What follows belongs to an exercise in optimizing a design on an open flow for small area, a short achievable clock period and few clock cycles per item; a production flow would make more cautious choices. Only simulation tests tie the RTL to the original design; equivalence was not proved.

### design/flow/design.v
module sh_reg #(parameter LEN = 32)(clk, rst, clr, shl, shr, ld, d_in, d_out);
    input clk, rst, clr, shl, shr, ld;
    input [LEN-1:0] d_in;
    output reg[LEN-1:0] d_out;
    always @(posedge clk, posedge rst) begin
        if(rst)
            d_out <= {(LEN){1'b0}};
        else if (clr)
            d_out <= {(LEN){1'b0}};
        else if (ld)
            d_out <= d_in;
        else if (shl)
            d_out <= d_out << 1;
        else if (shr)
            d_out <= d_out >> 1;
    end
endmodule
module Counter #(
    parameter integer MAX = 32,  
    parameter integer WIDTH = $clog2(MAX)  
)
(
    input clk, cen, rst, clr,
    output at_max,
    output reg [WIDTH - 1 : 0] count
);
always @(posedge clk, posedge rst) begin
    if (rst) begin
        count <= 0;
    end 
    else if (clr) begin
        count <= 0;
    end 
    else if (cen) begin
        if (at_max) begin
            count <= 0;
        end else if(cen) begin
            count <= count + {{(WIDTH - 1){1'b0}}, 1'b1};
        end
    end
end
assign at_max = (count == (MAX - 1));
endmodule
module ssm_dp #(parameter LEN = 32) (clk, rst, a_in, b_in, n_in, ld_a, ld_b, ld_n, ld_p, clr_dp,
                                     clr_p, src_a, shl_a, shr_b, addr_src1_sel, addr_src2_sel, 
                                     p_src, cen,
                                     n_lt_sel, b_i, co, p_out);
    input clk, rst, ld_a, ld_b, ld_n, ld_p, clr_dp, clr_p, shl_a, shr_b, addr_src1_sel, addr_src2_sel, p_src, cen;
    input [1:0] src_a;
    input [LEN-1:0] a_in, b_in, n_in;
    output b_i, n_lt_sel, co;
    output [LEN-1:0] p_out;
    wire [LEN:0] selected_a, selected_p, adder_out, A, N, B, P;
    wire [LEN:0] selected_src1, selected_src2;
    wire [$clog2(LEN)-1:0] count;
    assign selected_a = (src_a == 2'd2) ? {1'b0, a_in} :
                        (src_a == 2'd1) ? adder_out :
                        A;
    assign selected_src1 = (addr_src1_sel) ? A : P;
    assign selected_src2 = (addr_src2_sel) ? (~{1'b0,N} + 1) : A;
    assign selected_p = (p_src) ? adder_out : P;
    assign adder_out = selected_src1 + selected_src2;
    assign n_lt_sel = (N <= selected_src1) ? 1'b1 : 1'b0;
    assign b_i = B[0];
    assign p_out = P[LEN-1:0];
    sh_reg #(LEN + 1) A_reg (clk, rst, clr_dp, shl_a, 1'b0, ld_a, selected_a, A),
                      B_reg (clk, rst, clr_dp, 1'b0 , shr_b, ld_b, {1'b0, b_in}, B),
                      N_reg (clk, rst, clr_dp, 1'b0 , 1'b0, ld_n, {1'b0, n_in}, N),
                      P_reg (clk, rst, clr_p, 1'b0 , 1'b0, ld_p, selected_p, P);
    Counter #(LEN) cntr (clk, cen, rst, clr_dp, co, count);
endmodule
module ssm_sm(clk, rst, start, co, b_i, n_lt_sel, ready, clr_dp, clr_p,ld_a, ld_b, ld_n, ld_p, 
              p_src, addr_src1_sel, addr_src2_sel, shr_b, shl_a, cen, src_a);
    input clk, rst, start, co, b_i, n_lt_sel;
    output reg ready, clr_dp, ld_a, ld_b, ld_n, ld_p, 
               p_src, addr_src1_sel, addr_src2_sel, shr_b, shl_a, cen, clr_p;
    output reg[1:0] src_a;
    localparam [2:0] S0_idle = 3'd0, S1_ld = 3'd1, S2_Add_c = 3'd2,
                     S3_sub_N = 3'd3, S4_sh_A = 3'd4, S5_Sub_A = 3'd5;
    reg [2:0] ns, ps;
    always @(posedge clk, posedge rst) begin
        if(rst)
            ps <= S0_idle;
        else
            ps <= ns;
    end
    always @(ps, start, co) begin
        case (ps)
            S0_idle:    ns <= (start) ? S1_ld : S0_idle;
            S1_ld  :    ns <= (start) ? S1_ld : S2_Add_c;
            S2_Add_c:   ns <= S3_sub_N;
            S3_sub_N:   ns <= S4_sh_A;
            S4_sh_A :   ns <= S5_Sub_A; 
            S5_Sub_A:   ns <= (co) ? S0_idle : S2_Add_c;
            default:    ns <= S0_idle;
        endcase
    end
    always @(ps, b_i, n_lt_sel) begin
        {ready, clr_dp, ld_a, ld_b, ld_n, ld_p, p_src, 
         addr_src1_sel, addr_src2_sel, shr_b, shl_a, cen, src_a, clr_p} = 15'd0;
        case (ps)
            S0_idle  :    {ready, clr_dp} = 2'b11;
            S1_ld    :    {ld_a, ld_b, ld_n, src_a, clr_p} = {3'b111,2'd2, 1'b1};
            S2_Add_c :    {ld_p, p_src, addr_src1_sel, addr_src2_sel} = {1'b1, b_i, 2'b00};
            S3_sub_N :    {ld_p, p_src, addr_src1_sel, addr_src2_sel} = {1'b1, n_lt_sel, 2'b01};
            S4_sh_A  :    shl_a = 1'b1;
            S5_Sub_A :    {ld_a, shr_b, addr_src1_sel, addr_src2_sel ,src_a, cen} = {4'b1111, (n_lt_sel) ? 2'd1 : 2'd0, 1'b1};
        endcase
    end
endmodule
module ssm #(parameter LEN = 128)(clk, rst, start, a_in, b_in, n_in, ready, p_out);
    input clk, rst, start;
    input [LEN-1:0] a_in, b_in, n_in;
    output ready;
    output[LEN-1:0] p_out;
    wire ready, clr_dp, ld_a, ld_b, ld_n, ld_p, 
         p_src, addr_src1_sel, addr_src2_sel, shr_b, shl_a, cen,
         co, b_i, n_lt_sel, clr_p;
    wire [1:0] src_a;
    ssm_dp #(LEN) dp (clk, rst, a_in, b_in, n_in, ld_a, ld_b, ld_n, ld_p, clr_dp,
                      clr_p, src_a, shl_a, shr_b, addr_src1_sel, addr_src2_sel, 
                      p_src, cen,
                      n_lt_sel, b_i, co, p_out);
    ssm_sm        sm (clk, rst, start, co, b_i, n_lt_sel, ready, clr_dp, clr_p, ld_a, ld_b, ld_n, ld_p, 
                      p_src, addr_src1_sel, addr_src2_sel, shr_b, shl_a, cen, src_a);
endmodule
### design/flow/run.sh
#!/bin/bash
# synth_recipe.tcl (not shown) runs the flow's synth.tcl, then flattens the netlist and writes it again
# the make line also repeats each setting of config.mk as NAME=value (left out here)
make -C /OpenROAD-flow-scripts/flow DESIGN_CONFIG=/design/flow/config.mk WORK_HOME=/design/flow/orfs CLKGATE_MAP_FILE= SYNTH_SCRIPT=/design/flow/synth_recipe.tcl finish
### design/flow/config.mk
export PLATFORM = sky130hd
export DESIGN_NAME = ssm
export DESIGN_NICKNAME = ssm
export VERILOG_FILES = /design/flow/design.v
export SDC_FILE = /design/flow/constraint.sdc
export NUM_CORES = 4
export LEC_CHECK = 0
export CAP_MARGIN = 20
export CORE_MARGIN = 2
export CORE_UTILIZATION = 40
export SLEW_MARGIN = 20
### design/flow/constraint.sdc
create_clock -name core_clock -period 7.5 [get_ports {clk}]
set_input_delay 1.5000 -clock core_clock [delete_from_list [all_inputs] [get_ports {clk}]]
set_output_delay 1.5000 -clock core_clock [all_outputs]
set_load 0.01 [all_outputs]
==> results of run 1 <==
## sequential cells by signal, summed over array words and instances, names as in the netlist
signal / flops
dp.cntr.count: 7
dp.A_reg.d_out: 129
sm.ps: 3
dp.B_reg.d_out: 128
dp.N_reg.d_out: 128
dp.P_reg.d_out: 129
## layout by cell type (no fill, tap or decap), types with 29 or more instances in the layout
cell / n
xnor2_1: 108
o21ai_0: 473
or3_1: 34
nand2_1: 1230
buf_4: 110
nor3_1: 86
nand4_1: 94
a21o_1: 62
a21oi_1: 404
inv_1: 164
a31oi_1: 32
clkbuf_16: 68
o21a_1: 37
o21ai_1: 156
nor4_1: 46
mux2i_1: 216
o21bai_1: 35
nor2_1: 285
clkdlybuf4s50_1: 515
o31ai_1: 32
nand3_1: 194
and3_1: 29
xor2_1: 118
a211oi_1: 37
dfrtp_1: 522
ha_1: 258
## per-stage QoR
| stage | area, µm² | setup WS [ns] | hold WS, ns | instances | TNS [ns] |
|---|---|---|---|---|---|
| finish | 49800 | 0.623 | 0.476 | 7138 | 0 |
| CTS | 49800 | 0.758 | 0.483 | 7135 | 0 |
| floorplan | 41300 | -1.12 | 0.450 | 5428 | -586.97 |
| detailed placement | 47500 | 0.789 | 0.470 | 7016 | 0 |
| global placement | 47500 | 0.794 | 0.460 | 7016 | 0 |
| global route | 49800 | 0.181 | 0.503 | 7135 | 0 |
## worst register-to-register path: stages (launching register included)
cell and delay [ns]:
dfrtp_1 0.41, inv_1 0.13, ha_1 0.25, nor2b_1 0.23, and4b_1 0.37, nand3_1 0.14, buf_4 0.23, nor2_1 0.11
nand2_1 0.15, nor3_1 0.21, buf_4 0.17, nand3_1 0.30, nor4_1 0.38, xor2_1 0.22, o21ai_1 0.09, ha_1 0.49
nand4_1 0.21, or3_1 0.40, or2_1 0.28, nor2_1 0.20, o21ai_0 0.13, o311ai_1 0.53, nand2_1 0.32, o31ai_1 0.42
xnor2_1 0.11, nand2b_1 0.17, a21oi_1 0.16
## routing by layer
layer  vias up  wire length, µm  track usage, %
li1      19600                -               -
met1     20100            75600            43.7
met2      1892            76900            49.8
met3       354            15600            6.82
met4        18             7490            12.9
met5         -              115               0
## cells in the mapped netlist, types with 128 or more instances
cell and number:
a21oi_1 404, buf_4 128, clkbuf_1 245, dfrtp_1 524
ha_1 258, inv_1 166, mux2i_1 216, nand2_1 1235
nand3_1 194, nor2_1 292, o21ai_0 473, o21ai_1 156
## worst min path at each step
stage / start / end / depth (start not counted)
2_1_floorplan: dp.B_reg.d_out[100] / dp.B_reg.d_out[100] / 2
3_3_place_gp: dp.B_reg.d_out[112] / dp.B_reg.d_out[112] / 2
3_5_place_dp: dp.B_reg.d_out[25] / dp.B_reg.d_out[25] / 2
4_1_cts: dp.B_reg.d_out[121] / dp.B_reg.d_out[121] / 2
5_1_grt: dp.B_reg.d_out[25] / dp.B_reg.d_out[25] / 2
6_report: dp.B_reg.d_out[25] / dp.B_reg.d_out[25] / 2
## cell type report
type	count	share of cell area [%]
diodes	3	0.0151
clock buffers	99	3.95
clock inverters	20	0.638
inverters	167	1.27
multi-input cells	4308	51.4
flip-flops and latches	524	26.3
well taps	1368	3.44
repair buffers	649	13.0
## cell families after synthesis
group                      count (synthesis)  synth area share [%]
AOI/OAI and AO/OA                       1475                  21.0
adders and majority gates                259                  7.86
and+or+nand+nor                         2124                  22.5
muxes                                    224                  5.45
DFF                                      524                  31.7
buffers and inverters                    596                  6.65
xor gates and xnor gates                 226                  4.79
==> metrics.cfg, run 1 <==
[synthesis]
ys.flop_type = dfrtp_1
syn_area_per_cell_um2 = 7.61
syn_inst = 5428
synth_cell_type_count = 99
yosysSeqAreaShare_pct = 31.7
yosys.area.top_type = dfrtp_1
ys_async_sr_fraction_pct = 100
ys_seq_elements = 524
synthDominantCellAreaShare_pct = 31.7
synth_nets = 6074
synth_warnings = 3
synth_edf_count = 0
netlist_top_cells_area = dfrtp_1 32%, nand2_1 11%, ha_1 7.8%, o21ai_0 5.7%, mux2i_1 5.2%
syn_area_um2 = 41300

[global_route]
antenna_found_initial = 13
grt_pass1_wl_mm = 262
grt_use_total_pct = 32.2
grt_overflow_total = 0
grt_max_degree = 156
grt_pass1_vias = 40700

[critical_path]
worstSetupPathDepth = 26
slowest_stage = o311ai_1
arrival_ns = 7.46
r2r_start = dp.N_reg.d_out[0]
cp-end-kind = register
timing.rr.end = dp.A_reg.d_out[127]
path_buf_inv = 3
cp-startpoint = dp.N_reg.d_out[0]
crit_family = simple AND/OR/NAND/NOR gates
worst-path-max-fanout = 8
startpoint_type = register
r2r_slack_ns = 0.62
required_ns = 8.08
path_class = register to register
slowest_delay_ns = 0.53
crit_path_end = dp.A_reg.d_out[127]
reg2regPathDepth = 26

[clock_tree]
cts_resized = 0
clock-sinks = 524
cts_buffer_depth = 3
clk_pin_slew_ns = 0.06
clockRootBuffer = clkbuf_16
cts_tree = yes
postCtsSetupRepairBufs = 0
postCtsHoldBufs = 0
htree_levels = 3
numCtsBuffers = 67
clkLatencyLatePin_ns = 0.67

[finish]
num-fill-cells = 10200
multiInputGateArea_um2 = 25600
area_growth_syn_to_layout_pct = 20.5
regArea_um2 = 13100
drive_above_1_share_pct = 5.15
final_util_pct = 48.7
layout.nets = 6363

[place]
port_buffers = 515
place_congestion = 1.00
dp_hpwl_mm = 135

[drt]
dr_total_vias = 41900
dr.pass1.iters = 6
drt_iter0_drc = 3966
wire_per_inst_um = 24.6
viasPerCell = 5.87
routed_wl_mm = 176
drc_errors = 0
ant_nets = 0

[min_path]
hp-class = register to register

[run_status]
status = timing/DRC/antenna clean

[sta]
min_period_over_period_pct = 91.7
setup_violations = 0
skew_ns = 0.0235
slew_headroom_pct = 23.7
drv_slew = 0
worstMarginPinSlew_ns = 1.14
hold_viol = 0
rsz0062_at_grt = false
fmaxAchievable_mhz = 145
min_period_ns = 6.88

[die]
die_h_um = 325
core_area_um2 = 102000
dieArea_um2 = 106000
io_pins = 516
rows = 117
initial_core_util_pct = 40.5
fp.dieW_um = 325

[flow_run]
cap_violations = 0

Testbench counts, summed over its fixed seeds: cycles 131,584, items 256.
==> run 2, diff against run 1 <==
==> design/flow/design.v (replaced) <==
module ssm #(parameter LEN = 128)(clk, rst, start, a_in, b_in, n_in, ready, p_out);
    input clk, rst, start;
    input [LEN-1:0] a_in, b_in, n_in;
    output reg ready;
    output [LEN-1:0] p_out;
    localparam W = LEN + 3;
    localparam [2:0] ST_IDLE = 3'd0, ST_LOOP = 3'd1, ST_E1 = 3'd2, ST_E2 = 3'd3, ST_E3 = 3'd4;
    reg [W-1:0] S, C;
    reg [2:0] st;
    reg [7:0] cnt;       
    reg bbit;            
    reg fb;              
    reg [1:0] nk;        
    reg fin;             
    reg neg1;            
    assign p_out = S[LEN-1:0];
    wire signed [6:0] est = S[W-1:W-7] + C[W-1:W-7];
    wire signed [6:0] t1 = 7'sd6 + {5'd0, nk};
    wire signed [6:0] t2 = 7'sd15 + {4'd0, nk, 1'b0} + {5'd0, nk};
    wire ge0 = est >= -7'sd2;
    wire ge1 = est >= t1;
    wire ge2 = est >= t2;
    wire q_m1 = ~fb & ~ge0;
    wire q_p1 = ~fb & ge1 & ~ge2;
    wire q_p2 = ~fb & ge2;
    wire qneg = q_p1 | q_p2;
    wire [W-1:0] n2 = {2'b00, n_in, 1'b0};
    wire [W-1:0] n4 = {1'b0, n_in, 2'b00};
    wire [W-1:0] qt = (({W{q_m1 | q_p1}} & n2) | ({W{q_p2}} & n4)) ^ {W{qneg}};
    wire [W-1:0] x1 = {S[W-2:0], 1'b0};
    wire [W-1:0] x2 = {C[W-2:0], 1'b0};
    wire [W-1:0] x3 = {3'b000, a_in & {LEN{bbit}}};
    wire [W-1:0] s1 = x1 ^ x2 ^ x3;
    wire [W-1:0] c1 = (x1 & x2) | (x1 & x3) | (x2 & x3);
    wire [W-1:0] c1s = {c1[W-2:0], 1'b0};
    wire [W-1:0] csa_s = s1 ^ c1s ^ qt;
    wire [W-1:0] c2 = (s1 & c1s) | (s1 & qt) | (c1s & qt);
    wire [W-1:0] csa_c = {c2[W-2:0], qneg};
    wire cin = (st == ST_E2 && !neg1) || st == ST_E3;
    wire [W-1:0] X = S + C + {{(W-1){1'b0}}, cin};
    wire xneg = X[W-1];
    wire [W-1:0] n1 = {3'b000, n_in};
    wire lastbit = cnt[7];
    wire e2_done = neg1 | xneg;
    wire leave = (st == ST_E2 && e2_done) || st == ST_E3;
    wire to_idle = leave && (!fb || fin);
    always @(posedge clk or posedge rst) begin
        if (rst)
            S <= {W{1'b0}};
        else case (st)
            ST_IDLE: if (start) S <= {W{1'b0}};
            ST_LOOP: S <= csa_s;
            ST_E1:   S <= X;
            ST_E2:   if (e2_done ? neg1 : 1'b1) S <= X;
            ST_E3:   if (!xneg) S <= X;
            default: S <= S;
        endcase
    end
    always @(posedge clk) begin
        case (st)
            ST_LOOP: C <= csa_c;
            ST_E1:   C <= xneg ? n1 : ~n1;
            ST_E2:   C <= e2_done ? {W{1'b0}} : ~n1;
            default: C <= {W{1'b0}};
        endcase
    end
    always @(posedge clk or posedge rst) begin
        if (rst) begin
            st <= ST_IDLE;
            ready <= 1'b1;
            cnt <= 8'd0;
            bbit <= 1'b0;
            fb <= 1'b0;
            nk <= 2'd0;
            fin <= 1'b0;
            neg1 <= 1'b0;
        end else begin
            case (st)
                ST_IDLE: if (start) begin
                    st <= ST_LOOP;
                    ready <= 1'b0;
                    cnt <= 8'd126;
                    bbit <= b_in[LEN-1];
                    fb <= ~n_in[LEN-1];
                    nk <= n_in[LEN-2:LEN-3];
                    fin <= 1'b0;
                end
                ST_LOOP: begin
                    if (!lastbit) begin
                        bbit <= b_in[cnt[6:0]];
                        cnt <= cnt - 8'd1;
                    end else
                        fin <= 1'b1;
                    if (fb || lastbit) st <= ST_E1;
                end
                ST_E1: begin
                    neg1 <= xneg;
                    st <= ST_E2;
                end
                ST_E2: if (e2_done) begin
                    st <= to_idle ? ST_IDLE : ST_LOOP;
                    ready <= to_idle;
                end else
                    st <= ST_E3;
                ST_E3: begin
                    st <= to_idle ? ST_IDLE : ST_LOOP;
                    ready <= to_idle;
                end
                default: st <= ST_IDLE;
            endcase
        end
    end
endmodule
==> run 2 against run 1 <==
Effect of this change:
- critical path type unchanged
- count of clock-buffer cells in the layout fell by 43
- core utilization fell by 0.41 points
- setup slack improved by 0.84 ns
==> metrics.cfg, run 2 <==
[drt]
dr_total_vias = 28800
drt_iter0_drc = 2298
routed_wl_mm = 114
dr.pass1.iters = 5
ant_nets = 0
wire_per_inst_um = 22.5
drc_errors = 0
viasPerCell = 5.66

[sta]
fmaxAchievable_mhz = 166
setup_slack_ns = 1.47
min_period_ns = 6.03
worstMarginPinSlew_ns = 1.15
rsz0062_at_grt = false
drv_slew = 0
slew_headroom_pct = 23.0
setup_violations = 0
min_period_over_period_pct = 80.5
hold_viol = 0
setup_tns_ns = 0
skew_ns = 0.0312

[finish]
stdcell_area_um2 = 37400
layout.nets = 4808
num-fill-cells = 7501
drive_above_1_share_pct = 4.16
regArea_um2 = 6360
area_growth_syn_to_layout_pct = 19.4
final_cell_mix = 574 x nand2_1, 515 x clkdlybuf4s50_1, 374 x o21ai_0, 319 x inv_1, 260 x fa_1
final_common_cell = nand2_1
multiInputGateArea_um2 = 21900
top_regs = C: 131 flops, S: 131 flops, cnt: 8 flops

[die]
core_area_um2 = 77500
rows = 102
io_pins = 516
initial_core_util_pct = 40.5
dieArea_um2 = 80600
die_h_um = 284
fp.dieW_um = 284

[critical_path]
reg2regPathDepth = 18
timing.rr.end = C[76]
crit_path_end = C[76]
startpoint_type = register
r2r_slack_ns = 1.47
worst-path-max-fanout = 84
crit_chain = nor2_1 -> nand2_1 -> o21ai_0 -> inv_1 -> fa_1 -> fa_1 -> nor2b_1 -> o31a_1 -> o21ai_1 -> a21oi_1 -> o21a_1 -> o21ai_1 -> a221oi_2 -> a21oi_1 -> xor2_1 -> a2111o_2 -> buf_4 -> o221ai_1
r2r_start = st[2]
cp-end-kind = register
path_class = register to register
slowest_delay_ns = 0.82
required_ns = 7.88
cp-startpoint = st[2]
arrival_ns = 6.41
slowest_stage = buf_4

[place]
dpl_cell_area_um2 = 36200
dp_hpwl_mm = 88.0
port_buffers = 515
post-place-ws_ns = 1.51
place_congestion = 0.962

[min_path]
hp-class = register to register

[run_status]
status = timing/DRC/antenna clean

[clock_tree]
htree_levels = 2
cts_tree = yes
clock-sinks = 280
cts_resized = 0
cts_buffer_depth = 3
clk_pin_slew_ns = 0.06
clockRootBuffer = clkbuf_16
postCtsHoldBufs = 0
numCtsBuffers = 37
postCtsSetupRepairBufs = 0
clkLatencyLatePin_ns = 0.57

[synthesis]
synthDominantCellAreaShare_pct = 16.6
ys_seq_elements = 280
yosys-top-cells-count = 574 x nand2_1, 375 x o21ai_0, 320 x inv_1
synth.most_common_cell = nand2_1
syn_area_per_cell_um2 = 8.22
yosysSeqAreaShare_pct = 20.3
synth_cell_type_count = 84
ys.flop_type = dfrtp_1
ys_async_sr_fraction_pct = 53.2
synth_warnings = 1
syn_area_um2 = 31400
yosys.area.top_type = fa_1
synth_nets = 4604
syn_inst = 3813
netlist_top_cells_area = fa_1 17%, dfrtp_1 12%, dfxtp_1 8.4%, nand2_1 6.9%, o221ai_1 6.6%
synth_edf_count = 0

[global_route]
grt_overflow_total = 0
grt_max_degree = 150
grt_pass1_vias = 28600
grt_use_total_pct = 27.9
grt_pass1_wl_mm = 176
antenna_found_initial = 15

[flow_run]
cap_violations = 0

## run 2: cell types whose count changed in the layout (fill, tap and decap cells not counted), moves of 133 or more
cell / change
mux2i_1: -210
a21oi_1: -186
o21ai_1: -133
nor2_1: -144
fa_1: +259
dfrtp_1: -376
nand2_1: -656
nand3_1: -169
inv_1: +155
o221ai_1: +231
## run 2: kinds of logic (layout without fill, tap and decap cells)
group                      Yosys count  count (layout)  synth area share (%)
AOI/OAI and AO/OA                 1194            1194                  25.0
xor gates and xnor gates           136             136                  3.80
adders and majority gates          404             404                  22.3
buffers and inverters              699             929                  10.2
DFF                                280             280                  20.3
muxes                               50              50                  3.28
other                                0               8                     0
and+or+nand+nor                   1050            1050                  15.2
## run 2: how the worst min path moves through the flow
stage / startpoint / endpoint / slack [ns] / cells past startpoint
finish: fin / fin / 0.49 / 2
CTS: fin / fin / 0.49 / 2
floorplan: fin / fin / 0.46 / 2
global route: fin / fin / 0.56 / 2
detailed placement: fin / fin / 0.48 / 2
global placement: fin / fin / 0.47 / 2
## run 2: metrics by stage
stage	util, %	hold slack [ns]	cells
2_1_floorplan	-	0.456	3813
3_3_place_gp	46.7	0.472	5018
3_5_place_dp	46.7	0.479	5018
4_1_cts	48.3	0.492	5083
5_1_grt	48.3	0.562	5088
6_report	48.3	0.490	5091
## run 2: metal layers
| layer | track usage [%] | part of all wire [%] | routed length [µm] |
|---|---|---|---|
| met4 | 7.86 | 2.7 | 3100 |
| met1 | 37.8 | 43 | 49300 |
| met3 | 5.14 | 7.2 | 8210 |
| met2 | 45.6 | 47 | 53700 |
| met5 | 0 | 0.066 | 75 |
## run 2: critical path, delay by kind of cell (launching register included)
kind	cells	cell delay, ns
AOI/OAI and AO/OA	10	2.34
buffers and inverters	2	0.96
adders and majority gates	2	0.91
and+or+nand+nor	3	0.64
DFF	1	0.55
xor gates and xnor gates	1	0.39
## run 2: final cells by class
cell class	count	share of cell area, %
Tap cell	1040	3.48
Timing Repair Buffer	544	14.5
Inverter	320	3.22
Clock inverter	9	0.414
Antenna cell	8	0.0535
Multi-Input combinational cell	2834	58.5
Clock buffer	56	2.90
Sequential cell	280	17.0
Testbench counts of run 2, summed over its fixed seeds: cycles 33,620, items 256.

[port drivers added, routing unchanged]
How much do the figures lean on ideal ports? The routed layouts below were timed once more, with nothing changed but the port constraints. Step 1 assumes that a clkbuf_16 drives the clock port and a buf_2 every other input. Step 2 adds t to the input delays and takes it off the output delays; t is the mean of the earliest and latest rising clock arrival at the registers after step 1. Input paths then give back, and output paths get back, about the clock's delay inside the block. Slacks: no drivers / after step 1 / after step 2; pairs: no drivers / after step 1.
run | shift t [ns] | setup slack, ns | worst register clock-pin slew, ns | worst data-port slew with drivers (ns)
run 1 | 0.736 | 0.623 / 0.623 / 0.623 | 0.07 / 0.07 | 0.23
run 2 | 0.623 | 1.465 / 1.465 / 1.465 | 0.06 / 0.06 | 0.15
After both steps every run listed still meets setup and hold.
